From an optimization exercise on the open Yosys and OpenROAD flow, aimed at small area, a short achievable clock period and few clock cycles; shortcuts taken in it are not production practice. The RTL was checked by simulation tests, not by an equivalence proof against the original design.

### design/flow/design.v
module AddRC #(parameter W = 32) (input [W-1:0] a, b, input cin,
	output reg [W-1:0] s, output reg cout);
	reg c;
	integer i;
	always @(*) begin
		c = cin;
		for (i = 0; i < W; i = i + 1) begin
			s[i] = a[i] ^ b[i] ^ c;
			c = (a[i] & b[i]) | (c & (a[i] ^ b[i]));
		end
		cout = c;
	end
endmodule
module IncRC #(parameter W = 32) (input [W-1:0] a, input cin, output reg [W-1:0] s);
	reg c;
	integer i;
	always @(*) begin
		c = cin;
		for (i = 0; i < W; i = i + 1) begin
			s[i] = a[i] ^ c;
			c = a[i] & c;
		end
	end
endmodule
module AddSk #(parameter W = 32) (input [W-1:0] a, b, input cin,
	output reg [W-1:0] s, output reg cout);
	localparam L = (W <= 2) ? 1 : (W <= 4) ? 2 : (W <= 8) ? 3 : (W <= 16) ? 4 : (W <= 32) ? 5 : (W <= 64) ? 6 : 7;
	reg [W-1:0] G, P;
	integer l, i, j;
	always @(*) begin
		P = a ^ b;
		G = a & b;
		G[0] = G[0] | (P[0] & cin);
		for (l = 0; l < L; l = l + 1)
			for (i = 0; i < W; i = i + 1)
				if ((i >> l) & 1) begin
					j = ((i >> l) << l) - 1;
					G[i] = G[i] | (P[i] & G[j]);
					P[i] = P[i] & P[j];
				end
		s = (a ^ b) ^ {G[W-2:0], cin};
		cout = G[W-1];
	end
endmodule
module IncCL #(parameter W = 32) (input [W-1:0] a, input cin, output reg [W-1:0] s);
	reg c, cg;
	integer i;
	always @(*) begin
		cg = cin;
		for (i = 0; i < W; i = i + 1) begin
			if (i % 4 == 0) c = cg;
			s[i] = a[i] ^ c;
			c = a[i] & c;
			if (i % 4 == 3) cg = cg & (&a[i -: 4]);
		end
	end
endmodule
module CarryOut #(parameter W = 32) (input [W-1:0] a, b, input cin, output cout);
	localparam L = (W <= 2) ? 1 : (W <= 4) ? 2 : (W <= 8) ? 3 : (W <= 16) ? 4 : (W <= 32) ? 5 : (W <= 64) ? 6 : 7;
	reg [W-1:0] G, P;
	integer l, i, j;
	always @(*) begin
		P = a | b;
		G = a & b;
		G[0] = G[0] | (P[0] & cin);
		for (l = 0; l < L; l = l + 1)
			for (i = 0; i < W; i = i + 1)
				if ((i >> l) & 1) begin
					j = ((i >> l) << l) - 1;
					G[i] = G[i] | (P[i] & G[j]);
					P[i] = P[i] & P[j];
				end
	end
	assign cout = G[W-1];
endmodule
module MiniSRC (
input clr, clk,
input  [31:0] mem_rdata,
output [8:0]  mem_addr,
output [31:0] mem_wdata,
output        mem_we,
input  [31:0] in_port,
output [31:0] out_port,
output        out_we,
output run
);
	reg [31:0] pc;           
	reg [31:0] ir;           
	reg        irv;          
	reg        halted;
	reg        xo;           
	reg        memc;         
	reg        mwe;          
	reg [3:0]  mra;          
	reg [31:0] mdr;
	reg [31:0] outr;
	reg [15:0] rv;           
	wire [4:0] op = ir[31:27];
	wire [3:0] ra = ir[26:23];
	wire [3:0] rb = ir[22:19];
	wire [3:0] rc = ir[18:15];
	wire [31:0] C = {{14{ir[17]}}, ir[17:0]};
	wire op_ld   = op == 5'b00000;
	wire op_ldi  = op == 5'b00001;
	wire op_st   = op == 5'b00010;
	wire op_add  = op == 5'b00011;
	wire op_sub  = op == 5'b00100;
	wire op_and  = op == 5'b00101;
	wire op_or   = op == 5'b00110;
	wire op_shr  = op == 5'b00111;
	wire op_shra = op == 5'b01000;
	wire op_shl  = op == 5'b01001;
	wire op_ror  = op == 5'b01010;
	wire op_rol  = op == 5'b01011;
	wire op_addi = op == 5'b01100;
	wire op_andi = op == 5'b01101;
	wire op_ori  = op == 5'b01110;
	wire op_mul  = op == 5'b01111;
	wire op_div  = op == 5'b10000;
	wire op_neg  = op == 5'b10001;
	wire op_not  = op == 5'b10010;
	wire op_br   = op == 5'b10011;
	wire op_jr   = op == 5'b10100;
	wire op_jal  = op == 5'b10101;
	wire op_in   = op == 5'b10110;
	wire op_out  = op == 5'b10111;
	wire op_mfhi = op == 5'b11000;
	wire op_mflo = op == 5'b11001;
	wire op_halt = op == 5'b11011;
	wire three_reg = op_add | op_sub | op_and | op_or | op_shr | op_shra |
	                 op_shl | op_ror | op_rol;
	wire use_c     = op_ld | op_ldi | op_st | op_addi | op_andi | op_ori | op_br;
	wire baout     = op_ld | op_ldi | op_st;    
	wire [3:0] ad2 = three_reg ? rc : op_neg ? rb : ra;
	wire [31:0] r1, r2;
	wire        we;
	wire [3:0]  widx;
	wire [31:0] wdata;
	wire [15:0] rv1 = rv & {{15{~op_neg}}, ~op_neg & ~baout};
	wire [15:0] rv2 = rv & {15'h7FFF, ~op_st};
	RegFile regfile(clk, we, widx, wdata, rv1, rv2, rb, ad2, r1, r2);
	wire [31:0] a  = r1;
	wire [31:0] bo = use_c ? C : r2;
	wire [31:0] hi, neg_lo;
	wire busy;
	wire ex    = irv & ~memc & ~halted;
	wire hazard = op_mul | op_div | op_mfhi | op_mflo;
	wire go    = ex & ~(busy & hazard);
	wire sub_op = op_sub | op_neg;
	wire [31:0] add_x = op_br ? pc : a;
	wire [31:0] add_y = bo;
	wire [31:0] sum;
	wire sum_co;
	AddSk #(32) alu_add(add_x, sub_op ? ~add_y : add_y, sub_op, sum, sum_co);
	wire [31:0] sh_v;
	Shifter shifter(a, r2, op_shl | op_rol, op_shra, op_ror | op_rol, sh_v);
	reg [31:0] xres;
	always @(*) begin
		case (op)
			5'b00101, 5'b01101: xres = a & bo;
			5'b00110, 5'b01110: xres = a | bo;
			5'b00111, 5'b01000, 5'b01001, 5'b01010, 5'b01011: xres = sh_v;
			5'b10010: xres = ~a;
			5'b11000: xres = hi;
			5'b11001: xres = neg_lo;
			5'b10101: xres = pc;
			default:  xres = sum;
		endcase
	end
	wire wr_x = op_ldi | three_reg | op_addi | op_andi | op_ori | op_neg |
	            op_not | op_in | op_mfhi | op_mflo | op_jal;
	assign we    = (go & wr_x) | (memc & ~mwe);
	assign widx  = memc ? mra : (op_jal ? 4'd15 : ra);
	assign wdata = memc ? mem_rdata : op_in ? in_port : xres;
	wire zero = (r2 == 32'b0);
	reg cond;
	always @(*) begin
		case (ir[20:19])
			2'b00: cond = zero;
			2'b01: cond = ~zero;
			2'b10: cond = ~r2[31];
			default: cond = r2[31];
		endcase
	end
	wire [31:0] btarget = sum;
	wire redirect = go & ((op_br & cond) | op_jr | op_jal);
	wire [31:0] rtarget = op_br ? btarget : (op_jal && ra == 4'd15) ? pc : r2;
	wire fetch = ~halted & ~memc & (~irv | go);
	wire [31:0] pc_inc;
	IncRC #(32) pc_add(pc, 1'b1, pc_inc);
	wire [31:0] pc_next  = redirect ? rtarget : fetch ? pc_inc : pc;
	wire        xo_next  = redirect ? 1'b0 : fetch ? (mem_rdata[31:27] == 5'b10111) : xo;
	wire        memc_next = go & (op_ld | op_st);
	wire        halt_next = halted | (go & op_halt);
	reg  [8:0]  maddr;
	reg         owe;
	always @(posedge clk or posedge clr) begin
		if (clr) begin
			pc <= 32'b0; irv <= 1'b0; xo <= 1'b0; halted <= 1'b0; memc <= 1'b0; mwe <= 1'b0;
			outr <= 32'b0; rv <= 16'b0; maddr <= 9'b0; owe <= 1'b0;
		end else begin
			memc <= memc_next;
			mwe <= go & op_st;
			halted <= halt_next;
			owe <= xo_next & ~memc_next & ~halt_next;
			xo <= xo_next;
			pc <= pc_next;
			maddr <= memc_next ? sum[8:0] : pc_next[8:0];
			if (we) rv[widx] <= 1'b1;
			if (go & op_out) outr <= r2;
			if (redirect) irv <= 1'b0;
			else if (fetch) irv <= 1'b1;
		end
	end
	always @(posedge clk) begin
		if (fetch) ir <= mem_rdata;
		if (go & (op_ld | op_st)) begin
			mra <= ra;
			mdr <= r2;
		end
	end
	assign mem_addr  = maddr;
	assign mem_wdata = mdr;
	assign mem_we    = mwe;
	assign out_port  = outr;
	assign out_we    = owe;
	assign run       = ~halted;
	MulDiv muldiv(clk, clr, go & op_mul, go & op_div, r2, r1, hi, neg_lo, busy);
endmodule
module Shifter(input [31:0] x, input [31:0] n, input left, arith, rotate,
	output [31:0] y);
	wire [4:0] amt = n[4:0];
	wire ge32 = |n[31:5];
	wire eq32 = (n[31:5] == 27'd1) && (amt == 5'd0);
	wire gt32 = ge32 & ~eq32;
	wire [4:0] ramt = left ? (5'd0 - amt) : amt;
	wire [31:0] s0 = ramt[0] ? {x[0], x[31:1]} : x;
	wire [31:0] s1 = ramt[1] ? {s0[1:0], s0[31:2]} : s0;
	wire [31:0] s2 = ramt[2] ? {s1[3:0], s1[31:4]} : s1;
	wire [31:0] s3 = ramt[3] ? {s2[7:0], s2[31:8]} : s2;
	wire [31:0] rot = ramt[4] ? {s3[15:0], s3[31:16]} : s3;
	wire [31:0] mr = 32'hFFFFFFFF >> amt;
	wire [31:0] ml = 32'hFFFFFFFF << amt;
	wire [31:0] mask = rotate ? 32'hFFFFFFFF : left ? ml : mr;
	wire [31:0] fill = {32{arith & x[31]}} & ~mr;
	wire zero = (rotate | arith) ? gt32 : ge32;
	assign y = zero ? 32'b0 : (arith & eq32) ? {32{x[31]}} : ((rot & mask) | fill);
endmodule
module RegFile(input clk, input we, input [3:0] widx, input [31:0] wdata,
	input [15:0] rv1, rv2, input [3:0] ad1, ad2, output reg [31:0] r1, r2);
	reg [31:0] rf [0:15];
	always @(posedge clk) if (we) rf[widx] <= wdata;
	wire [15:0] s1 = (16'b1 << ad1) & rv1;
	wire [15:0] s2 = (16'b1 << ad2) & rv2;
	integer i;
	always @(*) begin
		r1 = 32'b0; r2 = 32'b0;
		for (i = 0; i < 16; i = i + 1) begin
			r1 = r1 | (rf[i] & {32{s1[i]}});
			r2 = r2 | (rf[i] & {32{s2[i]}});
		end
	end
endmodule
module MulDiv(input clk, clr, start_mul, start_div, input [31:0] dx, dy,
	output reg [31:0] hi, output [31:0] lo_rd, output busy);
	localparam DS = 2;                       
	localparam DCYC = (32 + DS - 1) / DS;    
	localparam EXT = DS * DCYC - 32;         
	reg [31+EXT:0] dqr;      
	wire [31:0] lo = dqr[31:0];
	reg [31:0] md;           
	reg        bprev;        
	reg        mdiv;         
	reg        dneg;         
	reg        negq;         
	reg [3:0]  cnt;
	reg        act;
	reg        dfirst;       
	assign busy = act;
	IncRC #(32) lo_neg(lo ^ {32{negq}}, negq, lo_rd);
	wire [31:0] dx_abs;
	IncCL #(32) dx_neg(dx ^ {32{dx[31] & start_div}}, dx[31] & start_div, dx_abs);
	wire [2:0] dg0 = {lo[1:0], bprev};
	wire [2:0] dg1 = lo[3:1];
	wire [33:0] pp0, pp1;
	wire n0, n1;
	Booth b0(md, dg0, pp0, n0);
	Booth b1(md, dg1, pp1, n1);
	wire [37:0] o1 = {{6{hi[31]}}, hi};
	wire [37:0] o2 = {{4{pp0[33]}}, pp0};
	wire [37:0] o3 = {{2{pp1[33]}}, pp1, n1, n1};    
	wire [37:0] cs_s = o1 ^ o2 ^ o3;
	wire [37:0] cs_c = (o1 & o2) | (o1 & o3) | (o2 & o3);
	wire [37:0] t2;
	wire c2;
	AddSk #(38) ma(cs_s, {cs_c[36:0], n0}, n1, t2, c2);
	wire [31:0] m_hi = t2[35:4];
	wire [31:0] m_lo = {t2[3:0], lo[31:4]};
	wire [31:0] dr [0:DS];
	wire [31+EXT:0] dq [0:DS];
	assign dr[0] = hi;
	assign dq[0] = dqr;
	genvar k;
	generate
		for (k = 0; k < DS; k = k + 1) begin : dstep
			wire qb;
			DivStep st(dr[k], dq[k][31+EXT], md, dneg, dr[k+1], qb);
			assign dq[k+1] = {dq[k][30+EXT:0], qb};
		end
	endgenerate
	wire xge;                
	CarryOut #(32) cmp(lo, dneg ? md : ~md, ~dneg, xge);
	wire yzero = md == 32'b0;
	wire dearly = dfirst & (yzero | ~xge);
	wire mskip = ~mdiv & (cnt >= 4'd3) & ((&{lo[15:0], bprev}) | ~(|{lo[15:0], bprev}));
	always @(posedge clk or posedge clr) begin
		if (clr) begin
			dfirst <= 1'b0;
			hi <= 32'b0; dqr <= 0; cnt <= 4'd0; act <= 1'b0; negq <= 1'b0;
			mdiv <= 1'b0; dneg <= 1'b0; bprev <= 1'b0;
		end else if (start_mul | start_div) begin
			hi <= 32'b0; dqr <= dx_abs; bprev <= 1'b0;
			dneg <= dy[31]; negq <= start_div & (dx[31] ^ dy[31]);
			mdiv <= start_div; act <= 1'b1; dfirst <= start_div;
			cnt <= start_div ? DCYC - 1 : 4'd7;
		end else if (dearly) begin
			dfirst <= 1'b0; act <= 1'b0; cnt <= 4'd0;
			hi <= lo; dqr <= {(32+EXT){yzero}};
		end else if (act & mskip) begin
			cnt <= cnt - 4'd4;
			if (cnt == 4'd3) act <= 1'b0;
			hi <= {{16{hi[31]}}, hi[31:16]}; dqr[31:0] <= {hi[15:0], lo[31:16]};
		end else if (act) begin
			dfirst <= 1'b0;
			cnt <= cnt - 4'd1;
			if (cnt == 4'd0) act <= 1'b0;
			if (mdiv) begin
				hi <= dr[DS]; dqr <= dq[DS];
			end else begin
				hi <= m_hi; dqr[31:0] <= m_lo; bprev <= lo[3];
			end
		end
	end
	always @(posedge clk) begin
		if (start_mul | start_div) md <= dy;
	end
endmodule
module Booth(input [31:0] m, input [2:0] b, output [33:0] p, output n);
	wire one = b[1] ^ b[0];
	wire two = (b == 3'b011) | (b == 3'b100);
	assign n = b[2] & ~(b[1] & b[0]);
	wire [33:0] x = ({34{one}} & {{2{m[31]}}, m}) | ({34{two}} & {m[31], m, 1'b0});
	assign p = x ^ {34{n}};
endmodule
module DivStep(input [31:0] rem, input bin, input [31:0] d, input dneg,
	output [31:0] rem_o, output qb);
	wire [31:0] t = {rem[30:0], bin};
	wire [31:0] diff;
	wire co;
	AddSk #(32) sub(t, dneg ? d : ~d, ~dneg, diff, co);
	assign qb = co;
	assign rem_o = co ? diff : t;
endmodule
### design/flow/flow/run.sh
#!/bin/bash
# The standard layout (standard.sh: ORFS from synthesis to finish), with
# two differences:
#  - synthesis runs flow/synth.tcl: synth_recipe.tcl with a different ABC
#    mapping of the logic (see that file); registers are mapped before ABC,
#    as in the standard synthesis, so they are the same cells, same names;
#  - the timing repair passes that ORFS runs after floorplan, CTS and global
#    routing aim at SETUP_SLACK_MARGIN ns of slack beyond the constraint, so
#    they size and buffer every path slower than 36 - 27.7 = 8.3 ns.
# The SDC (clock period, I/O delays, loads) is the standard flow's, unchanged.
set -euo pipefail
cd "$(dirname "$0")/.."
bash standard.sh SYNTH_SCRIPT="$PWD/flow/synth.tcl" SETUP_SLACK_MARGIN=27.7 finish > orfs_make.log 2>&1
### design/flow/flow/abc_adders.script
# ABC script for the adder modules: ORFS abc_area.script without its
# buffering and sizing steps
strash
dch
map -B 0.9
topo
stime -c
### design/flow/flow/synth.tcl
# synth_recipe.tcl (the standard synthesis script), except for the
# technology mapping of the logic (registers are mapped before ABC, which
# maps only the logic between them, so they are the same cells with the
# same names as in the standard synthesis):
#  - the adder modules (AddSk) are kept apart until the end and mapped with
#    flow/abc_adders.script, which keeps their carry-lookahead structure;
#  - the rest is mapped with Yosys's default ABC script, which gives
#    smaller logic than ORFS's area script.
# The design is flattened at the end, as in synth_recipe.tcl.
set flow_dir [file dirname [file normalize [info script]]]
proc synth {args} {
  yosys setattr -mod -set keep_hierarchy 1 {$paramod\\AddSk*}
  yosys synth -nofsm -noshare {*}$args
}
proc abc {args} {
  global flow_dir
  set out {}
  for {set i 0} {$i < [llength $args]} {incr i} {
    set a [lindex $args $i]
    if {$a eq "-script"} { incr i; continue }
    lappend out $a
  }
  yosys abc -script $flow_dir/abc_adders.script {*}$out {$paramod\\AddSk*}
  yosys abc {*}$out MiniSRC
}
source $::env(SCRIPTS_DIR)/synth.tcl
# left out here: clear keep_hierarchy, flatten, clean up, hide names made inside functions, write 1_2_yosys.v
### design/flow/standard.sh
#!/bin/bash
# synth_recipe.tcl (not shown) runs the flow's synth.tcl, then flattens the netlist and writes it again
# the make line also repeats each setting of config.mk as NAME=value (left out here)
make -C /OpenROAD-flow-scripts/flow DESIGN_CONFIG=/design/flow/config.mk WORK_HOME=/design/flow/orfs CLKGATE_MAP_FILE= SYNTH_SCRIPT=/design/flow/synth_recipe.tcl "${@:-finish}"
### design/flow/config.mk
export PLATFORM = sky130hd
export DESIGN_NAME = MiniSRC
export DESIGN_NICKNAME = MiniSRC
export VERILOG_FILES = /design/flow/design.v
export SDC_FILE = /design/flow/constraint.sdc
export NUM_CORES = 4
export LEC_CHECK = 0
export ABC_AREA = 1
export CAP_MARGIN = 20
export CORE_MARGIN = 2
export CORE_UTILIZATION = 50
export SLEW_MARGIN = 20
### design/flow/constraint.sdc
create_clock -name core_clock -period 36.0 [get_ports {clk}]
set_input_delay 7.2000 -clock core_clock [delete_from_list [all_inputs] [get_ports {clk}]]
set_output_delay 7.2000 -clock core_clock [all_outputs]
set_load 0.01 [all_outputs]
==> results by group, run 1 <==
Critical path
  • Slowest Stage Delay on Critical Path: 530 ps
  • Data arrival, critical path: 1410 ps
  • Critical Path Source Type: register
  • WS Path Type: reg2out
  • Buffers and inverters on the worst path: 1
  • Crit path max-delay family: flip-flops
  • CP max-delay cell: edfxtp_1
  • CP endpoint kind: output pin
  • Critical path peak fanout: 1
  • Worst Path Required: 28,800 ps
  • Critical Path, Cell by Cell: buf_2

Clocking
  • Max Buffers Root-to-Sink: 3
  • CTS tree: done
  • CTS Hold Bufs: 0
  • Worst-Skew Late Latency: 700 ps
  • CTS root buf: clkbuf_16
  • Clock Sinks: 781
  • Total CTS buffers: 86
  • H-Tree Depth: 3
  • Clk pin slew, worst setup/hold paths: 60 ps

STA
  • Hold_ws: 487 ps
  • Final Hold Viols: 0
  • Minimum clock period: 8610 ps
  • Max_slew headroom: 0.188
  • Worst Tran Pin Value: 1190 ps
  • Final Max Slew Viols: 0
  • RSZ-0062 raised after global routing: yes
  • Fin worst setup slack: 27,390 ps
  • Max frequency: 0.116 GHz
  • Part of the cycle the worst path needs: 0.239
  • Setup TNS: 0 ps
  • Final Skew: 39.9 ps
  • Final setup vio count: 0

Drt
  • DRT iter0 DRCs: 9,084
  • Vias per inst: 6.97
  • DRC: 0
  • Metal2 WL: 100 mm
  • WL per Instance: 32.9 um
  • Top Metal Used: met5
  • Total wire length: 229 mm
  • Initial DRT Pass Iterations: 14
  • Post-DRT Antenna Nets: 0
  • Metal3 WL: 28.1 mm
  • Via Count: 48,400
  • Met1 wire length: 82.0 mm

Placed design
  • PortBufs: 141
  • Final GP Congestion: 1.02
  • Dpl ws: 26,630 ps
  • Detail Placement HPWL: 151 mm

Die
  • Die Area: 106,000 um^2
  • Core Region: 102,000 um^2
  • I/O pins: 142
  • Die H: 325 um
  • DIE WIDTH: 325 um
  • Initial Utilization: 0.505
  • # rows: 117

Yosys
  • YS warnings: 8
  • Synthesized netlist cell count: 5,444
  • Post-synthesis instance area: 51,600 um^2
  • Syn Nets: 5,796
  • Avg Cell Area, Syn: 9.47 um^2

GRT
  • Vias in the first global route: 45,400
  • Largest net degree at the start of global routing: 139
  • Total Routing Usage GR: 0.418
  • First-pass GRT wire length: 323 mm
  • Initial antenna violation count: 9
  • Grt ovf: 0

Layout
  • Share of cells above drive strength 1: 0.128
  • Fill cell total of the finished layout: 9,034
  • Area of the multi-input gates: 27,200 um^2
  • Register area: 22,600 um^2
  • Synth-to-Final Area Change: 14.0%
  • Final Net Count: 5,854

Outcome
  • Outcome: no timing/DRC/antenna violations

Job
  • Max-cap viol count: 0

Hold path
  • Hold WC Path Type: reg2reg
## registers in the layout, indices dropped and copies added (netlist names), 4 cells and up
register	cells
mdr	32
rv	16
muldiv.hi	32
pc	32
ir	32
muldiv.dqr	32
outr	32
muldiv.cnt	4
muldiv.md	32
mra	4
maddr	9
regfile.rf	512
## layout by cell type (no fill, tap or decap), types with 15 or more instances in the layout
| master | n |
|---|---|
| and4_1 | 16 |
| fa_1 | 60 |
| nand2_1 | 736 |
| a21oi_1 | 392 |
| a211oi_1 | 25 |
| a221o_1 | 57 |
| a31oi_1 | 22 |
| o211ai_1 | 58 |
| clkinv_1 | 261 |
| nor3_1 | 116 |
| o2bb2ai_1 | 30 |
| a222oi_1 | 188 |
| dfrtp_1 | 153 |
| nand3_1 | 168 |
| nor2_1 | 384 |
| mux2_2 | 81 |
| o21ai_0 | 240 |
| a22oi_1 | 261 |
| xnor2_1 | 167 |
| ha_1 | 213 |
| and3_1 | 19 |
| clkdlybuf4s50_1 | 65 |
| and3_2 | 15 |
| nor4_1 | 18 |
| a22o_1 | 23 |
| nor2_4 | 22 |
| buf_6 | 27 |
| nand4_1 | 64 |
| buf_2 | 55 |
| inv_1 | 95 |
| nor2b_1 | 24 |
| a221oi_1 | 41 |
| xor2_1 | 92 |
| mux2i_1 | 51 |
| edfxtp_1 | 612 |
| buf_4 | 182 |
| o221ai_1 | 21 |
| o31ai_4 | 19 |
| clkbuf_16 | 90 |
| o22ai_1 | 56 |
## layer usage
layer,global-route usage,vias to the layer above
li1,-,20500
met1,0.523,23200
met2,0.640,3740
met3,0.108,941
met4,0.273,6
met5,0.00770,-
## path summary, 6_finish.rpt
check | from | to | slack [ps] | cells past startpoint
max | mdr[19] | mem_wdata[19] | 27390 | 1
min | outr[27] | outr[27] | 490 | 2
max reg2reg | ir[29] | regfile.rf[13][10] | 27710 | 22
min reg2reg | outr[27] | outr[27] | 490 | 2
max in group asynchronous | clr | outr[18] | 28050 | 3
min in group asynchronous | clr | memc | 7090 | 2
## repair_timing
| action | in CTS | in global routing |
|---|---|---|
| cloned | 1 | 3 |
| gates resized for setup | 389 | 75 |
| setup endpoints to repair | 561 | 712 |
| buffers inserted | 17 | 24 |
| pin swaps | 4 | 10 |
## per-stage QoR
stage / area (um^2) / util / instances
2_1_floorplan: 51700 / - / 5444
3_3_place_gp: 55000 / 0.539 / 6737
3_5_place_dp: 55100 / 0.540 / 6737
4_1_cts: 58100 / 0.569 / 6913
5_1_grt: 58700 / 0.576 / 6941
6_report: 58800 / 0.576 / 6943
## area by class of cell
class                   instances  share of cell area
diodes                          3            0.000128
clock buffers                 104              0.0388
clock inverters                54              0.0107
inverters                     347              0.0223
multi-input cells            3938               0.463
flip-flops and latches        781               0.385
well taps                    1368              0.0291
repair buffers                347              0.0505
repair inverters                1           0.0000852
Testbench counts, summed over its fixed seeds: cycles 140,964.
==> inputs of run 2 (changes only) <==
--- a/design/flow/config.mk
+++ b/design/flow/config.mk
@@ -9,4 +9,6 @@
 export CAP_MARGIN = 20
 export CORE_MARGIN = 2
 export CORE_UTILIZATION = 50
+export CTS_CLUSTER_DIAMETER = 70
+export CTS_CLUSTER_SIZE = 25
 export SLEW_MARGIN = 20
==> run 2 against run 1 <==
Effect of this change:
- worst setup slack lost 0.70 ps
- register-to-register slack improved by 120 ps
- global-route usage decreased by 0.28 points
- synthesized cell count is the same
- area after synthesis unchanged
- still clean
- clock skew up 5.8 ps
- non-clock buffer count unchanged
- via count decreased by 0.88%
- sequential share of layout area grew 0.70 points
==> results by group, run 2 <==
Outcome
  • Outcome: no timing/DRC/antenna violations

Critical path
  • Critical Path, Cell by Cell: buf_2
  • CP endpoint kind: output pin
  • Crit path max-delay family: flip-flops
  • CP max-delay cell: edfxtp_1
  • Worst Path Required: 28,800 ps
  • Data arrival, critical path: 1410 ps
  • Worst R2R End: regfile.rf[3][17]
  • CP startpoint: mdr[19]
  • Reg-to-reg startpoint: ir[28]
  • Reg2reg path depth: 34
  • Slowest Stage Delay on Critical Path: 530 ps
  • Flop2flop setup slack: 27,830 ps
  • Critical path peak fanout: 1
  • Buffers and inverters on the worst path: 1
  • Critical Path Source Type: register
  • WS Path Type: reg2out

Placed design
  • Detail Placement HPWL: 151 mm
  • PortBufs: 141
  • Final GP Congestion: 1.02

Hold path
  • Hold Startpoint: outr[27]
  • Hold endpoint: outr[27]
  • Hold WC Path Type: reg2reg
  • Hold depth: 2

Layout
  • Synth-to-Final Area Change: 11.9%
  • Number of flip-flops in the largest register: 512
  • Share of cells above drive strength 1: 0.122
  • Most common cell after layout, fill and taps aside: nand2_1
  • Register with the highest flop count: regfile.rf
  • Final Net Count: 5,822
  • Commonest cells after routing, fill and taps aside: 736 x nand2_1, 612 x edfxtp_1, 392 x a21oi_1

Clocking
  • CTS root buf: clkbuf_16
  • Max Buffers Root-to-Sink: 3
  • H-Tree Depth: 2
  • Clk pin slew, worst setup/hold paths: 80 ps
  • CTS Hold Bufs: 0
  • Clock Sinks: 781
  • Worst-Skew Late Latency: 710 ps
  • CTS tree: done
  • Total CTS buffers: 54

Yosys
  • Avg Cell Area, Syn: 9.47 um^2
  • Post-synthesis instance area: 51,600 um^2
  • YS warnings: 8
  • Synthesized netlist cell count: 5,444
  • Syn Nets: 5,796

STA
  • Worst Tran Pin Value: 1150 ps
  • Final Skew: 45.7 ps
  • Final Max Slew Viols: 0
  • RSZ-0062 raised after global routing: yes
  • Minimum clock period: 8610 ps
  • Setup TNS: 0 ps
  • Final Hold Viols: 0
  • Max_slew headroom: 0.236
  • Part of the cycle the worst path needs: 0.239
  • Max frequency: 0.116 GHz
  • Final setup vio count: 0

Drt
  • Via Count: 48,000
  • Vias per inst: 6.97
  • DRT iter0 DRCs: 8,929
  • Initial DRT Pass Iterations: 11
  • DRC: 0
  • WL per Instance: 33.0 um
  • Post-DRT Antenna Nets: 0
  • Total wire length: 227 mm

GRT
  • Grt ovf: 0
  • Largest net degree at the start of global routing: 139
  • First-pass GRT wire length: 321 mm
  • Total Routing Usage GR: 0.415
  • Initial antenna violation count: 10
  • Vias in the first global route: 45,100

Die
  • Initial Utilization: 0.505
  • DIE WIDTH: 325 um
  • I/O pins: 142
  • Die Area: 106,000 um^2
  • Core Region: 102,000 um^2
  • # rows: 117
  • Die H: 325 um

Job
  • Max-cap viol count: 0
## run 2: cell types whose count changed in the layout (fill, tap and decap cells not counted), sizes merged
cell      delta
inv         +15
clkbuf      -43
clkinv      -18
clkinvlp     -8
bufinv       -9
## run 2: stage by stage
stage	area (um^2)	instances	util	worst slack, ps	hold slack, ps
floorplan	51700	5444	-	26650	441
global placement	55000	6737	0.539	26720	469
detailed placement	55100	6737	0.540	26630	471
CTS	57000	6847	0.559	27370	485
global route	57700	6878	0.565	27400	527
finish	57700	6880	0.565	27390	491
## run 2: worst max-delay path by stage
stage,end,slack [ps],cells after the start
after floorplan,halted,26650,1
final,mem_wdata[19],27390,1
after CTS,mem_wdata[19],27370,1
after global placement,regfile.rf[11][26],26720,3
after global routing,mem_wdata[23],27400,1
after detailed placement,regfile.rf[0][26],26630,3
## run 2: routing by layer
metal	track usage	routed length (um)	vias up
met5	0.00906	187	-
met2	0.640	100000	3516
met1	0.519	81800	23100
li1	-	-	20400
met3	0.104	27500	869
met4	0.268	17400	10
## run 2: area by class of cell
type / instances / area (um^2)
fill: 9105 / 44300
tap: 1368 / 1710
sequential: 781 / 22600
timing repair buffer: 347 / 2980
multi-input combinational: 3938 / 27200
clock inverter: 34 / 470
inverter: 347 / 1310
clock buffer: 61 / 1400
timing repair inverter: 1 / 5.00
antenna: 3 / 7.51
## run 2: timing repair
action / in CTS / in global routing
cloned: 1 / 3
pin swaps: 4 / 8
setup endpoints to repair: 520 / 709
resized for setup: 385 / 73
buffers inserted: 14 / 26
==> inputs of run 3 (changes only) <==
--- a/design/flow/config.mk
+++ b/design/flow/config.mk
@@ -9,6 +9,6 @@
 export CAP_MARGIN = 20
 export CORE_MARGIN = 2
 export CORE_UTILIZATION = 50
-export CTS_CLUSTER_DIAMETER = 70
-export CTS_CLUSTER_SIZE = 25
+export CTS_CLUSTER_DIAMETER = 80
+export CTS_CLUSTER_SIZE = 30
 export SLEW_MARGIN = 20
==> run 3 against run 2 <==
Effect of this change:
- via count is essentially flat
- sequential share of layout area up 0.22 points
- clock skew up 3.6 ps
- highest routed layer unchanged
==> results by group, run 3 <==
STA
  • Final Max Slew Viols: 0
  • Max frequency: 0.116 GHz
  • Final Skew: 49.3 ps
  • Final Hold Viols: 0
  • Final setup vio count: 0
  • Minimum clock period: 8600 ps
  • Setup TNS: 0 ps
  • RSZ-0062 raised after global routing: yes
  • Worst Tran Pin Value: 1150 ps
  • Max_slew headroom: 0.237
  • Part of the cycle the worst path needs: 0.239

Die
  • I/O pins: 142
  • Die Area: 106,000 um^2
  • # rows: 117
  • Initial Utilization: 0.505
  • Die H: 325 um
  • Core Region: 102,000 um^2
  • DIE WIDTH: 325 um

Critical path
  • Slowest Stage Delay on Critical Path: 540 ps
  • Data arrival, critical path: 1400 ps
  • WS Path Type: reg2out
  • CP endpoint kind: output pin
  • Critical Path Source Type: register
  • Critical path peak fanout: 1
  • Buffers and inverters on the worst path: 1
  • Crit path max-delay family: flip-flops
  • CP max-delay cell: edfxtp_1
  • Critical Path, Cell by Cell: buf_2
  • Worst Path Required: 28,800 ps

Clocking
  • H-Tree Depth: 2
  • Clock Sinks: 781
  • Worst-Skew Late Latency: 710 ps
  • CTS tree: done
  • Max Buffers Root-to-Sink: 3
  • CTS root buf: clkbuf_16
  • Clk pin slew, worst setup/hold paths: 90 ps
  • CTS Hold Bufs: 0
  • Total CTS buffers: 44

Placed design
  • Detail Placement HPWL: 151 mm
  • Final GP Congestion: 1.02
  • PortBufs: 141

GRT
  • Grt met2 use: 0.640
  • GR peak layer: met2
  • First-pass GRT wire length: 321 mm
  • Met1 usage: 0.521
  • Total Routing Usage GR: 0.414
  • Largest net degree at the start of global routing: 139
  • Initial antenna violation count: 6
  • Grt ovf: 0
  • Met3 usage: 0.106
  • Vias in the first global route: 44,900

Drt
  • Via Count: 48,000
  • WL per Instance: 33.0 um
  • Vias per inst: 6.99
  • Post-DRT Antenna Nets: 0
  • DRC: 0
  • DRT iter0 DRCs: 9,014
  • Initial DRT Pass Iterations: 14
  • Total wire length: 227 mm

Layout
  • Number of flip-flops in the largest register: 512
  • Commonest cells after routing, fill and taps aside: 735 x nand2_1, 612 x edfxtp_1, 392 x a21oi_1
  • Register with the highest flop count: regfile.rf
  • Final Net Count: 5,815
  • Synth-to-Final Area Change: 11.3%
  • Most common cell after layout, fill and taps aside: nand2_1
  • Share of cells above drive strength 1: 0.121

Job
  • Max-cap viol count: 0

Outcome
  • Outcome: no timing/DRC/antenna violations

Yosys
  • YS warnings: 8
  • Avg Cell Area, Syn: 9.47 um^2
  • Syn Nets: 5,796
  • Synthesized netlist cell count: 5,444
  • Post-synthesis instance area: 51,600 um^2

Hold path
  • Hold WC Path Type: reg2reg
## run 3: cell types whose count changed in the layout (fill, tap and decap cells not counted), sizes merged
cell	change
bufinv	-1
clkinv	+1
buf	+4
clkinvlp	-1
clkbuf	-16
inv	-3
diode	-1
## run 3: timing repair
| action | in CTS | in global routing |
|---|---|---|
| gates resized for setup | 385 | 74 |
| cloned | 1 | 3 |
| buffers inserted | 16 | 27 |
| pin swaps | 4 | 8 |
| endpoints found under the setup margin | 563 | 704 |
## run 3: routing by layer
| layer | share of wire | up-vias |
|---|---|---|
| met4 | 0.075 | 4 |
| met3 | 0.12 | 853 |
| li1 | - | 20400 |
| met5 | 0.00012 | - |
| met2 | 0.44 | 3618 |
| met1 | 0.36 | 23100 |
## run 3: worst paths after layout
path                       startpoint                  to  slack, ps  cells past startpoint
max reg2reg                    ir[29]  regfile.rf[10][29]      27880                     22
max                           mdr[19]       mem_wdata[19]      27400                      1
min                          outr[28]            outr[28]        490                      2
min reg2reg                  outr[28]            outr[28]        490                      2
min in group asynchronous         clr            outr[26]       7090                      2
max in group asynchronous         clr       muldiv.hi[23]      28040                      3
## run 3: layout make-up
type                    count  area [um^2]
diodes                      2         5.00
repair buffers            350         2970
well taps                1368         1710
repair inverters            1         5.00
clock inverters            30          440
multi-input cells        3938        27200
flip-flops and latches    781        22600
clock buffers              46         1110
fillers                  9147        44700
inverters                 347         1310
## run 3: per-stage QoR
step                cell area (um^2)   util  hold WS, ps  std cells  worst slack (ps)
global placement               55000  0.539          469       6737             26720
global route                   57400  0.562          531       6862             27410
finish                         57400  0.562          492       6863             27400
floorplan                      51700      -          441       5444             26650
CTS                            56700  0.556          487       6830             27380
detailed placement             55100  0.540          471       6737             26630

afterwards: timing with drivers on the ports:
In the flow no input, the clock included, has a driving cell. The finished layouts below were timed again as built, in two steps. Step 1, drivers: a clkbuf_16 drives clk and a buf_2 each remaining input, both assumed. Step 2 moves the port delays by t, midway between the first and last clock arrival at a register: inputs arrive t later, outputs are due t later. That takes back most of the time a late clock gives input paths. Three values: ideal ports, drivers, drivers and shift; two values: the first two.
run | t, ns | slack for setup (ns) | worst hold slack (ns) | worst data-port slew with drivers (ns) | pins driven straight from the clock port
run 1 | 0.747 | 27.386 / 27.316 / 26.935 | 0.487 / 0.487 / 0.487 | 0.23 | 1
run 2 | 0.762 | 27.386 / 27.315 / 26.978 | 0.491 / 0.491 / 0.491 | 0.21 | 1
run 3 | 0.751 | 27.398 / 27.329 / 26.962 | 0.492 / 0.492 / 0.492 | 0.21 | 1
After both steps every run listed still meets setup and hold. The setup slack of run 1, which loses most, moves by -0.070 ns with the drivers and by -0.451 ns with both steps.
